Background: an optimization exercise with open tools, aiming at small area and a short achievable clock period. Do not read the settings as production practice.
Function was checked by simulation only, so behaviour that the tests miss may differ from the original.
Power is estimated from default activity; no workload was simulated.

==> flow/design.v <==
module proc (
  imem_addr, dmem_addr, dmem_wdata, dmem_re, dmem_we, halt_out,
  clk, rst, imem_data, dmem_rdata
  );
  input clk;
  input rst;
  output [15:0] imem_addr;
  input  [15:0] imem_data;
  output [15:0] dmem_addr;
  output [15:0] dmem_wdata;
  output        dmem_re;
  output        dmem_we;
  input  [15:0] dmem_rdata;
  output        halt_out;
  reg [15:0] pc;                   
  reg [15:0] ir_d, pc_d;           
  reg [15:0] x_e, y_e;             
  reg [7:0]  imm_e;                 
  reg [2:0]  rs_e, rt_e;           
  reg [1:0]  opl_e;                
  reg        sub_e, jr_e;
  reg        r_add_e, r_xor_e, r_andn_e, r_imm_e, r_btr_e, r_set_e, r_sh_e;
  reg [1:0]  shop_e;               
  reg [3:0]  shamt_e;              
  reg [2:0]  wreg_e;
  reg        regw_e, memr_e, memw_e, br_e, jmp_e, halt_e;
  reg [15:0] alu_m, wdata_m, tgt_m;  
  reg [2:0]  wreg_m;
  reg        regw_m, re_m, we_m, redir_m, halt_m;
  reg [15:0] rf [0:7];
  wire [4:0] op = ir_d[15:11];
  wire [2:0] fs = ir_d[10:8];
  wire [2:0] ft = ir_d[7:5];
  wire [1:0] d_fn = ir_d[1:0];
  wire d_st    = (op == 5'b10000);
  wire d_ld    = (op == 5'b10001);
  wire d_stu   = (op == 5'b10011);
  wire d_jl    = (op[4:1] == 4'b0011);           
  wire d_jr    = (op == 5'b00101) | (op == 5'b00111);
  wire d_br    = (op[4:2] == 3'b011);
  wire d_jmp   = (op[4:2] == 3'b001);
  wire d_memw  = d_st | d_stu;
  wire d_memr  = d_st | d_ld | d_stu;
  wire d_five  = (op[4:2] == 3'b010) | (op[4:2] == 3'b101) | d_memr;
  wire d_zx    = (op == 5'b01010) | (op == 5'b01011) | (op == 5'b10010);
  wire d_regdst = (op[4:2] == 3'b111) | (op[4:1] == 4'b1101) | (op == 5'b11001);
  wire d_regw  = (op[4:2] == 3'b010) | (op[4:2] == 3'b101) | d_ld | d_stu |
                 (op[4:3] == 2'b11) | (op == 5'b10010) | d_jl;
  wire d_rsv = (op[4:2] == 3'b010) | (op[4:2] == 3'b101) | (op[4:3] == 2'b11 && op != 5'b11000) |
               (op == 5'b01100) | (op == 5'b10010) | d_memr | d_jr;
  wire d_rtv = (op[4:2] == 3'b111) | (op[4:1] == 4'b1101) | d_memr | d_jl;
  wire [2:0] d_rt  = d_jl ? 3'b111 : ft;
  wire [2:0] d_rsf = d_rsv ? fs : 3'b000;
  wire [2:0] d_wreg = d_jl ? 3'b111 : d_stu ? fs : d_five ? ft : d_regdst ? ir_d[4:2] : fs;
  wire d_rr   = (op == 5'b11011);
  wire d_sub  = (d_rr & d_fn == 2'b01) | (op == 5'b01001) | (op[4:2] == 3'b111 && op[1:0] != 2'b11);
  wire d_bimm = (op[4:2] == 3'b010) | (op[4:2] == 3'b100) | (op[4:2] == 3'b101) | (op == 5'b00111);
  wire [15:0] d_imm = d_five ? (d_zx ? {11'b0, ir_d[4:0]} : {{11{ir_d[4]}}, ir_d[4:0]})
                             : (d_zx ? {8'b0, ir_d[7:0]}  : {{8{ir_d[7]}}, ir_d[7:0]});
  wire d_r_add  = (op == 5'b01000) | (op == 5'b01001) | d_memr | (d_rr & ~d_fn[1]);
  wire d_r_xor  = (op == 5'b01010) | (d_rr & d_fn == 2'b10);
  wire d_r_andn = (op == 5'b01011) | (d_rr & d_fn == 2'b11);
  wire d_r_slbi = (op == 5'b10010);
  wire d_r_lbi  = (op == 5'b11000);
  wire d_r_btr  = (op == 5'b11001);
  wire d_r_set  = (op[4:2] == 3'b111);
  wire d_r_sh   = ~(d_r_add | d_r_xor | d_r_andn | d_r_lbi | d_r_btr | d_r_set);    
  wire [1:0] d_shop = (op[4:2] == 3'b101) ? op[1:0] : (op == 5'b11010) ? d_fn : d_r_slbi ? 2'b01 : 2'b00;
  wire stall = memr_e & ((rt_e == fs) & d_rsv | (rt_e == d_rt) & d_rtv);
  wire [15:0] wd;
  integer i;
  always @(posedge clk) begin
    for (i = 0; i < 8; i = i + 1)
      if (rst | (regw_m & (wreg_m == i)))
        rf[i] <= rst ? 16'h0000 : wd;
  end
  wire [2:0] sel1 = d_memw ? fs : ft;
  wire [2:0] sel2 = d_memw ? ft : fs;
  wire [7:0] oh1 = 8'b1 << sel1;
  wire [7:0] oh2 = 8'b1 << sel2;
  reg [15:0] rd_1, rd_2;
  integer j;
  always @(*) begin
    rd_1 = 16'h0; rd_2 = 16'h0;
    for (j = 0; j < 8; j = j + 1) begin
      rd_1 = rd_1 | ({16{oh1[j]}} & rf[j]);
      rd_2 = rd_2 | ({16{oh2[j]}} & rf[j]);
    end
  end
  wire [15:0] res, wbv;
  wire fa_ld  = memr_e & regw_e & (d_rsf == rs_e);
  wire fa_ex  = regw_e & d_rsv & (fs == wreg_e);
  wire fa_mem = regw_m & d_rsv & (fs == wreg_m);
  wire fb_ex  = regw_e & d_rtv & (d_rt == wreg_e);
  wire fb_mem = regw_m & d_rtv & (d_rt == wreg_m);
  wire [15:0] x_n = fb_ex ? res : fb_mem ? wbv : rd_1;
  wire [15:0] y_n = fa_ld ? rd_1 : fa_ex ? res : fa_mem ? wbv : rd_2;
  wire [15:0] pc2 = pc + 16'd2;
  wire [15:0] pc_d_nx = stall ? pc : pc2;
  assign imem_addr = pc;
  always @(posedge clk) begin
    if (rst) pc <= 16'h0000;
    else if (!stall) pc <= redir_m ? tgt_m : pc2;
    ir_d[15:11] <= rst ? 5'b00001 : imem_data[15:11];    
    ir_d[10:0]  <= imem_data[10:0];
    pc_d <= pc_d_nx;
  end
  always @(posedge clk) begin
    x_e    <= d_jr ? rd_2 : (d_br | op == 5'b00100 | op == 5'b00110) ? pc_d :
              (d_bimm | d_r_lbi) ? d_imm : x_n;
    y_e    <= (d_memw & ~stall) ? x_n : y_n;
    imm_e  <= ir_d[7:0];
    rs_e   <= fs;
    rt_e   <= ft;
    opl_e  <= op[1:0];
    sub_e  <= d_sub;
    jr_e   <= d_jr;
    r_add_e <= d_r_add; r_xor_e <= d_r_xor; r_andn_e <= d_r_andn;
    r_imm_e <= d_r_slbi | d_r_lbi; r_btr_e <= d_r_btr; r_set_e <= d_r_set; r_sh_e <= d_r_sh;
    shop_e  <= d_shop;
    shamt_e <= d_r_slbi ? 4'd8 : d_bimm ? ir_d[3:0] : x_n[3:0];
    wreg_e <= d_wreg;
    if (rst) begin
      regw_e <= 1'b0; memr_e <= 1'b0; memw_e <= 1'b0;
      br_e <= 1'b0; jmp_e <= 1'b0; halt_e <= 1'b0;
    end else begin
      regw_e <= d_regw & ~stall;
      memr_e <= d_memr;
      memw_e <= d_memw & ~stall;
      br_e   <= d_br;
      jmp_e  <= d_jmp;
      halt_e <= (op == 5'b00000);
    end
  end
  wire [15:0] x = x_e;
  wire [15:0] y = y_e;
  wire [7:0]  imm = imm_e;
  wire [15:0] opb    = x;
  wire [15:0] add_a  = sub_e ? ~y : y;
  wire [16:0] sum    = {1'b0, add_a} + {1'b0, opb} + {16'b0, sub_e};
  wire [3:0] sh_rot = shop_e[1] ? (4'd0 - shamt_e) : shamt_e;
  wire [15:0] rt1 = sh_rot[0] ? {y[14:0],   y[15]}      : y;
  wire [15:0] rt2 = sh_rot[1] ? {rt1[13:0], rt1[15:14]} : rt1;
  wire [15:0] rt4 = sh_rot[2] ? {rt2[11:0], rt2[15:12]} : rt2;
  wire [15:0] rot = sh_rot[3] ? {rt4[7:0],  rt4[15:8]}  : rt4;
  reg  [15:0] sh_mask;
  integer k;
  always @(*) begin
    for (k = 0; k < 16; k = k + 1)
      case (shop_e)
        2'b01:   sh_mask[k] = (k >= shamt_e);         
        2'b11:   sh_mask[k] = ((15 - k) >= shamt_e);  
        default: sh_mask[k] = 1'b1;                   
      endcase
  end
  wire [15:0] sh_res = rot & sh_mask;
  wire eq  = (sum[15:0] == 16'h0000);
  wire c15 = sum[15] ^ ~y[15] ^ x[15];
  wire le  = (~x[15] & y[15]) | (~x[15] & c15) | (y[15] & c15);    
  wire set_bit = (opl_e == 2'b00) ? eq : (opl_e == 2'b01) ? (le & ~eq) : (opl_e == 2'b10) ? le : sum[16];
  wire [15:0] btr;
  genvar g;
  generate for (g = 0; g < 16; g = g + 1) begin : BTRG
    assign btr[g] = y[15 - g];
  end endgenerate
  assign res = ({16{r_add_e}}  & sum[15:0]) |
               ({16{r_xor_e}}  & (y ^ opb)) |
               ({16{r_andn_e}} & (y & ~opb)) |
               ({16{r_imm_e}}  & x) |
               ({16{r_btr_e}}  & btr) |
               ({16{r_set_e}}  & {15'b0, set_bit}) |
               ({16{r_sh_e}}   & sh_res);
  wire yz = (y == 16'h0000);
  wire cond = opl_e[1] ? (opl_e[0] ? ~y[15] : y[15]) : (opl_e[0] ? ~yz : yz);
  wire [8:0]  t_lo   = {1'b0, x[7:0]} + {1'b0, imm[7:0]};
  wire [7:0]  t_hi8  = x[15:8] + {8{imm[7]}} + {7'b0, t_lo[8]};
  wire [7:0]  t_hi11 = x[15:8] + {{5{rs_e[2]}}, rs_e} + {7'b0, t_lo[8]};
  wire [7:0]  t_hi   = (jr_e | (br_e & cond)) ? t_hi8 : t_hi11;
  always @(posedge clk) begin
    alu_m   <= res;
    wdata_m <= y;
    tgt_m   <= {t_hi, t_lo[7:0]};
    wreg_m  <= wreg_e;
    if (rst) begin
      regw_m <= 1'b0; re_m <= 1'b0; we_m <= 1'b0; redir_m <= 1'b0; halt_m <= 1'b0;
    end else begin
      regw_m  <= regw_e;
      re_m    <= memr_e & ~memw_e;
      we_m    <= memw_e;
      redir_m <= br_e | jmp_e;
      halt_m  <= halt_e;
    end
  end
  assign dmem_addr  = alu_m;
  assign dmem_wdata = wdata_m;
  assign dmem_re    = re_m;
  assign dmem_we    = we_m & ~rst;
  assign halt_out   = halt_m;
  assign wbv = re_m ? dmem_rdata : alu_m;
  wire jl_next = (imem_data[15:12] == 4'b0011);
  assign wd = jl_next ? pc_d_nx : wbv;
endmodule
Settings: LEC_CHECK=0, CAP_MARGIN=20, CORE_MARGIN=2, CORE_UTILIZATION=55, CTS_BUF_LIST=sky130_fd_sc_hd__clkbuf_8, CTS_CLUSTER_DIAMETER=50, CTS_CLUSTER_SIZE=20, SETUP_SLACK_MARGIN=5, SLEW_MARGIN=20; clock period 9.0 ns.
standard.sh (not shown) runs the stock make flow with config.mk's settings and CLKGATE_MAP_FILE= SYNTH_SCRIPT=/design/flow/synth_recipe.tcl, a recipe that flattens the netlist after the stock synthesis.
==> flow/flow/run.sh <==
#!/bin/bash
# The standard ORFS layout (the standard.sh) with changes to how it sizes
# cells only: the port buffers that the standard flow inserts use the smallest
# buffer (buf_1), and clock tree synthesis uses clkbuf_8 clusters of at most
# 20 sinks and no dummy loads. Everything else is the standard flow.
set -euo pipefail
export BUFFER_PORTS_ARGS="-buffer_cell sky130_fd_sc_hd__buf_1"
export CTS_ARGS="-sink_clustering_enable -repair_clock_nets -sink_clustering_size 20 -sink_clustering_max_diameter 50 -buf_list sky130_fd_sc_hd__clkbuf_8 -dont_use_dummy_load"
bash standard.sh > standard_flow.log 2>&1
==> next run, changes <==
--- a/flow/design.v
+++ b/flow/design.v
@@ -21,13 +21,13 @@
   reg        sub_e, jr_e;
   reg        r_add_e, r_xor_e, r_andn_e, r_imm_e, r_btr_e, r_set_e, r_sh_e;
   reg [1:0]  shop_e;               
   reg [3:0]  shamt_e;              
   reg [2:0]  wreg_e;
   reg        regw_e, memr_e, memw_e, br_e, jmp_e, halt_e;
-  reg [15:0] alu_m, wdata_m, tgt_m;  
+  reg [15:0] alu_m, wdata_m;       
   reg [2:0]  wreg_m;
   reg        regw_m, re_m, we_m, redir_m, halt_m;
   reg [15:0] rf [0:7];
   wire [4:0] op = ir_d[15:11];
   wire [2:0] fs = ir_d[10:8];
   wire [2:0] ft = ir_d[7:5];
@@ -69,13 +69,13 @@
   wire stall = memr_e & ((rt_e == fs) & d_rsv | (rt_e == d_rt) & d_rtv);
   wire [15:0] wd;
   integer i;
   always @(posedge clk) begin
     for (i = 0; i < 8; i = i + 1)
       if (rst | (regw_m & (wreg_m == i)))
-        rf[i] <= rst ? 16'h0000 : wd;
+        rf[i] <= wd;
   end
   wire [2:0] sel1 = d_memw ? fs : ft;
   wire [2:0] sel2 = d_memw ? ft : fs;
   wire [7:0] oh1 = 8'b1 << sel1;
   wire [7:0] oh2 = 8'b1 << sel2;
   reg [15:0] rd_1, rd_2;
@@ -96,14 +96,15 @@
   wire [15:0] x_n = fb_ex ? res : fb_mem ? wbv : rd_1;
   wire [15:0] y_n = fa_ld ? rd_1 : fa_ex ? res : fa_mem ? wbv : rd_2;
   wire [15:0] pc2 = pc + 16'd2;
   wire [15:0] pc_d_nx = stall ? pc : pc2;
   assign imem_addr = pc;
   always @(posedge clk) begin
-    if (rst) pc <= 16'h0000;
-    else if (!stall) pc <= redir_m ? tgt_m : pc2;
+    pc <= ({16{~rst & ~stall &  redir_m}} & wdata_m) |
+          ({16{~rst & ~stall & ~redir_m}} & pc2) |
+          ({16{~rst &  stall}} & pc);
     ir_d[15:11] <= rst ? 5'b00001 : imem_data[15:11];    
     ir_d[10:0]  <= imem_data[10:0];
     pc_d <= pc_d_nx;
   end
   always @(posedge clk) begin
     x_e    <= d_jr ? rd_2 : (d_br | op == 5'b00100 | op == 5'b00110) ? pc_d :
@@ -175,14 +176,13 @@
   wire [8:0]  t_lo   = {1'b0, x[7:0]} + {1'b0, imm[7:0]};
   wire [7:0]  t_hi8  = x[15:8] + {8{imm[7]}} + {7'b0, t_lo[8]};
   wire [7:0]  t_hi11 = x[15:8] + {{5{rs_e[2]}}, rs_e} + {7'b0, t_lo[8]};
   wire [7:0]  t_hi   = (jr_e | (br_e & cond)) ? t_hi8 : t_hi11;
   always @(posedge clk) begin
     alu_m   <= res;
-    wdata_m <= y;
-    tgt_m   <= {t_hi, t_lo[7:0]};
+    wdata_m <= (br_e | jmp_e) ? {t_hi, t_lo[7:0]} : y;
     wreg_m  <= wreg_e;
     if (rst) begin
       regw_m <= 1'b0; re_m <= 1'b0; we_m <= 1'b0; redir_m <= 1'b0; halt_m <= 1'b0;
     end else begin
       regw_m  <= regw_e;
       re_m    <= memr_e & ~memw_e;
@@ -195,8 +195,11 @@
   assign dmem_wdata = wdata_m;
   assign dmem_re    = re_m;
   assign dmem_we    = we_m & ~rst;
   assign halt_out   = halt_m;
   assign wbv = re_m ? dmem_rdata : alu_m;
   wire jl_next = (imem_data[15:12] == 4'b0011);
-  assign wd = jl_next ? pc_d_nx : wbv;
+  wire w_pc  = ~rst & jl_next;
+  wire w_rd  = ~rst & ~jl_next & re_m;
+  wire w_alu = ~rst & ~jl_next & ~re_m;
+  assign wd = ({16{w_pc}} & pc_d_nx) | ({16{w_rd}} & dmem_rdata) | ({16{w_alu}} & alu_m);
 endmodule
Outcome: The changed run went through all stages and came out clean. Global-route usage increases by 0.74 points. Clock power decreases by 13%. Setup slack hardly moves. Design area drops by 1.3%. Clock skew grows by 4.3 ps. Routed wire length climbs by 2.2%. Non-clock buffer count went up by 8.

[port drivers added, routing unchanged]
No port has a modelled driver above. Below, the same layouts with a new extraction and two added sets of constraints.
Step 1 assumes that a clkbuf_16 drives the clock port and a buf_2 every other input.
Step 2 also shifts input and output timing later by t, the mid clock arrival at the registers, as if the neighbouring blocks saw the same clock.
Slacks: ideal ports / drivers / drivers and shift; pairs: ideal ports / drivers.
run | shift t [ns] | setup slack, ns | latest minus earliest clock arrival (ns) | cell pins on the clock port's net
the first run | 0.595 | 4.948 / 4.898 / 4.898 | 0.067 / 0.067 | 1
the second run | 0.638 | 4.947 / 4.904 / 4.904 | 0.064 / 0.064 | 1
After both steps every run listed still meets setup and hold. The setup slack of the first run, which loses most, moves by -0.050 ns with the drivers and by -0.050 ns with both steps.
